This is an optimization exercise on Yosys and OpenROAD, whose aim is small area, not a production implementation.
In this exercise RTL edits were held to simulation tests only and were not proved equivalent to the original.
The clock port is modelled as an ideal driver; clocking choices that lean on that would not hold on a real chip.
Power is estimated from default activity; no workload was simulated.

Setup of main:
Design mimaqi_hxh, start of the top module:
module mimaqi_hxh (
        input         clk,
        input         rst,
        input  [3:0]  inrow,
        output [3:0]  outcol,
        output [7:0]  segData,
        output [3:0]  segCtl,
        output        led_1,
        output        led_2,
        output        led_3,
        output        led_22,
        output        led_33,
        output        led_333,
        output        led_0,
        output        led_00,
        output        led_000,
        output        led_0000,
        output        led_00000,
        output        led_000000,
        output        led_0000000,
        output        change_lemp,
        output        change_lemp1,
        output        flag_b,
        output        bee
    );
clock: 10.0 ns
lec_check: 0
cap_margin: 20
core_margin: 2
core_utilization: 40
gpl_timing_driven: 0
slew_margin: 20
standard.sh (not shown) runs the stock make flow with config.mk's settings and CLKGATE_MAP_FILE= SYNTH_SCRIPT=/design/flow/synth_recipe.tcl, a recipe that flattens the netlist after the stock synthesis.
==> flow/flow/run.sh <==
#!/bin/bash
set -euo pipefail
W=$PWD
R=$W/orfs/results/$FLOW_PLATFORM/mimaqi_hxh/base

bash standard.sh synth > "$W/log_1_standard_synth.log" 2>&1

cp "$R/1_2_yosys.v" "$W/standard_1_2_yosys.v"
REMAP_LIB=$FLOW_HOME/platforms/$FLOW_PLATFORM/lib/sky130_fd_sc_hd__tt_025C_1v80.lib \
REMAP_IN=$W/standard_1_2_yosys.v \
REMAP_OUT=$R/1_2_yosys.v \
REMAP_STAT=$W/remap_stat.txt \
REMAP_TOP=$FLOW_TOP \
REMAP_DONT_USE="sky130_fd_sc_hd__probe_p_8 sky130_fd_sc_hd__probec_p_8 sky130_fd_sc_hd__lpflow_*" \
REMAP_SCRIPT=$W/flow/remap.abc \
  yosys -c "$W/flow/remap.tcl" > "$W/log_2_remap.log" 2>&1
touch "$R/1_2_yosys.v"

export REMOVE_ABC_BUFFERS=1
bash standard.sh place > "$W/log_3_standard_place.log" 2>&1
bash standard.sh run RUN_SCRIPT="$W/flow/my_cts.tcl" RUN_LOG_NAME_STEM=4_1_cts_manual > "$W/log_4_manual_cts.log" 2>&1
bash standard.sh > "$W/log_5_standard_finish.log" 2>&1
Other scripts of this flow, unchanged in this note and not shown: flow/flow/manual_tree.tcl, flow/flow/my_cts.tcl, flow/flow/remap.abc, flow/flow/remap.tcl
Input changes introduced in the feature branch (baseline for comparison: main):
--- a/flow/flow/run.sh
+++ b/flow/flow/run.sh
@@ -18,4 +18,5 @@
 
 export REMOVE_ABC_BUFFERS=1
+export SKIP_REPAIR_TIE_FANOUT=1
 bash standard.sh place > "$W/log_3_standard_place.log" 2>&1
 bash standard.sh run RUN_SCRIPT="$W/flow/my_cts.tcl" RUN_LOG_NAME_STEM=4_1_cts_manual > "$W/log_4_manual_cts.log" 2>&1
==> comparison <==
main has a lower number of global-route vias before repair than the feature branch.
As of the feature branch, routed wire length had fallen slightly compared to main.
The feature branch completed end to end with timing, DRC and antenna clean.
Relative to main, the feature branch degrades first-pass GRT wire length.
On combinational power, main and the feature branch are neck and neck.
The feature branch ends up with a slack of the critical path that is 0.047 ns lower than in main.
Hold slack: the feature branch worse than main

========
run A:
mimaqi_hxh again, from the RTL that the note above started with.
## mimaqi_hxh
module mimaqi_hxh (
        input         clk,
        input         rst,
        input  [3:0]  inrow,
        output [3:0]  outcol,
        output [7:0]  segData,
        output [3:0]  segCtl,
        output        led_1,
        output        led_2,
        output        led_3,
        output        led_22,
        output        led_33,
        output        led_333,
        output        led_0,
        output        led_00,
        output        led_000,
        output        led_0000,
        output        led_00000,
        output        led_000000,
        output        led_0000000,
        output        change_lemp,
        output        change_lemp1,
        output        flag_b,
        output        bee
    );
    reg [6:0] cnt;
    reg [2:0] m7;
    reg [2:0] m5;
    always @(posedge clk)
        if (rst) begin
            cnt <= 7'd0;
            m7  <= 3'b001;
            m5  <= 3'b000;
        end else begin
            cnt <= cnt + 7'd1;
            m7  <= {m7[1:0], m7[2] ^ m7[1]};
            m5  <= {m5[1:0], ~(m5[2] | m5[1])};
        end
    wire [1:0] ph = cnt[1:0];
    wire m7_5 = m7[2] & m7[1] & ~m7[0];      
    wire m5_4 = m5[2] & ~m5[1];              
    wire m5_0 = ~m5[2] & ~m5[0];             
    wire tick    = (ph == 2'd0) & m7_5;
    wire ms_rise = (ph == 2'd1) & m5_4;
    wire ms_fall = (ph == 2'd3) & m5_4;
    wire seg_upd = (ph == 2'd2) & m5_0;
    wire disp_en = (cnt == 7'h3f);
    reg [1:0] mode;
    reg [1:0] c;
    reg       key_flag;
  ...
clock: 10.0 ns
lec_check: 0
cap_margin: 5
core_margin: 2
core_utilization: 40
gpl_timing_driven: 0
slew_margin: 5
==> flow/flow/run.sh <==
#!/bin/bash
set -euo pipefail
W=$PWD
R=$W/orfs/results/$FLOW_PLATFORM/mimaqi_hxh/base

bash standard.sh synth > "$W/log_1_standard_synth.log" 2>&1

cp "$R/1_2_yosys.v" "$W/standard_1_2_yosys.v"
REMAP_LIB=$FLOW_HOME/platforms/$FLOW_PLATFORM/lib/sky130_fd_sc_hd__tt_025C_1v80.lib \
REMAP_IN=$W/standard_1_2_yosys.v \
REMAP_OUT=$R/1_2_yosys.v \
REMAP_STAT=$W/remap_stat.txt \
REMAP_TOP=$FLOW_TOP \
REMAP_DONT_USE="sky130_fd_sc_hd__probe_p_8 sky130_fd_sc_hd__probec_p_8 sky130_fd_sc_hd__lpflow_*" \
REMAP_SCRIPT=$W/flow/remap.abc \
  yosys -c "$W/flow/remap.tcl" > "$W/log_2_remap.log" 2>&1
touch "$R/1_2_yosys.v"

export REMOVE_ABC_BUFFERS=1
export SKIP_REPAIR_TIE_FANOUT=1
bash standard.sh place > "$W/log_3_standard_place.log" 2>&1
bash standard.sh run RUN_SCRIPT="$W/flow/my_cts.tcl" RUN_LOG_NAME_STEM=4_1_cts_manual > "$W/log_4_manual_cts.log" 2>&1
bash standard.sh > "$W/log_5_standard_finish.log" 2>&1
Other scripts of this flow, unchanged in this note and not shown: flow/flow/manual_tree.tcl, flow/flow/my_cts.tcl, flow/flow/remap.abc, flow/flow/remap.tcl
Run A finished every step from synthesis to the final layout, and the layout passed the timing, design-rule and antenna checks.
The inputs of run B differ from those of run A as listed below.
- SLEW_MARGIN: 5 -> 20
- CAP_MARGIN: 5 -> 20
- GPL_TIMING_DRIVEN: 0 -> unset
--- a/flow/flow/run.sh
+++ b/flow/flow/run.sh
@@ -1,0 +2,5 @@
+# Own layout flow: the standard synthesis, then an area-oriented re-mapping
+# of the combinational logic only (every flip-flop instance, its name and its
+# cell type stay as the standard synthesis made them), then the standard
+# layout steps, except that the clock tree is a small manual one (my_cts.tcl).
+# Each tool's full output goes to a log file of its own in the work folder.
@@ -19,2 +23,0 @@
-export REMOVE_ABC_BUFFERS=1
-export SKIP_REPAIR_TIE_FANOUT=1
Findings:
- Delta (run B minus run A): portion of the clock cycle consumed by the worst path in the final layout shrank by 1.9 points, final hold slack has decreased, met3 routed wirelength saw an increase, total power divided by cell area now smaller.
- The higher slack of the worst reg-to-reg path came out of run B.
- Taking run A as the reference point, the part of the power in registers of run B rises by 0.3 points.
- Total power (run B vs. run A) decreases slightly
- Diff run B and run A: final clock skew higher in run A
### run B -> run C
- an added GPL_TIMING_DRIVEN of 0
--- a/flow/flow/run.sh
+++ b/flow/flow/run.sh
@@ -2,5 +1,0 @@
-# Own layout flow: the standard synthesis, then an area-oriented re-mapping
-# of the combinational logic only (every flip-flop instance, its name and its
-# cell type stay as the standard synthesis made them), then the standard
-# layout steps, except that the clock tree is a small manual one (my_cts.tcl).
-# Each tool's full output goes to a log file of its own in the work folder.
@@ -23,0 +19,2 @@
+export REMOVE_ABC_BUFFERS=1
+export SKIP_REPAIR_TIE_FANOUT=1
--- outcome ---
- The higher sequential share of cell area of run C and run B is in run C.
- Any difference in clock network power between run B and run C is small enough to ignore.
- Compared with run B, run C ends up with a smaller final cell area.
- Compared to run B, run C has layout filler cell count 38 higher.
- CTS clock-pin slew for the worst setup and hold paths essentially unchanged between run C and run B.
- Run B leaves more setup margin than run C.
- Sort run C and run B by global routing usage on met2, ascending, and run B comes first.
### run C -> run D
--- a/flow/flow/run.sh
+++ b/flow/flow/run.sh
@@ -1,0 +2,5 @@
+# Own layout flow: the standard synthesis, then an area-oriented re-mapping
+# of the combinational logic only (every flip-flop instance, its name and its
+# cell type stay as the standard synthesis made them), then the standard
+# layout steps, except that the clock tree is a small manual one (my_cts.tcl).
+# Each tool's full output goes to a log file of its own in the work folder.
@@ -20 +24,0 @@
-export SKIP_REPAIR_TIE_FANOUT=1
Findings:
Against run C, run D reports a maximum frequency that is higher. Between run C and run D, the final instance area does not differ in any meaningful way. Run D against run C: worst clock skew on the final layout now sits at about the same level, area of placed instances now sits at about the same level.

-- port drivers added, routing unchanged --
Ports are ideal in the flow. The routed layouts listed here were re-timed in OpenROAD. Step 1 assumes that a clkbuf_16 drives the clock port and a buf_2 every other input. Step 2, shift: input delay + t, output delay - t, t = (earliest + latest rising clock arrival at the registers) / 2. This alone moves slack from input paths to output paths. Slacks: no drivers / after step 1 / after step 2; pairs: no drivers / after step 1.
run | t (ns) | setup WS [ns] | worst setup path at the end | clock arrival spread, ns | pins driven straight from the clock port
main | 0.498 | 4.744 / 4.711 / 5.209 | register to output | 0.020 / 0.020 | 1
the feature branch | 0.494 | 4.696 / 4.663 / 5.157 | register to output | 0.022 / 0.022 | 1
run A | 0.501 | 4.702 / 4.667 / 5.168 | register to output | 0.024 / 0.024 | 1
run B | 0.502 | 4.890 / 4.851 / 5.353 | register to output | 0.022 / 0.022 | 1
run C | 0.494 | 4.696 / 4.663 / 5.157 | register to output | 0.022 / 0.022 | 1
run D | 0.498 | 4.744 / 4.711 / 5.209 | register to output | 0.020 / 0.020 | 1
After both steps setup and hold are still met in every run listed.
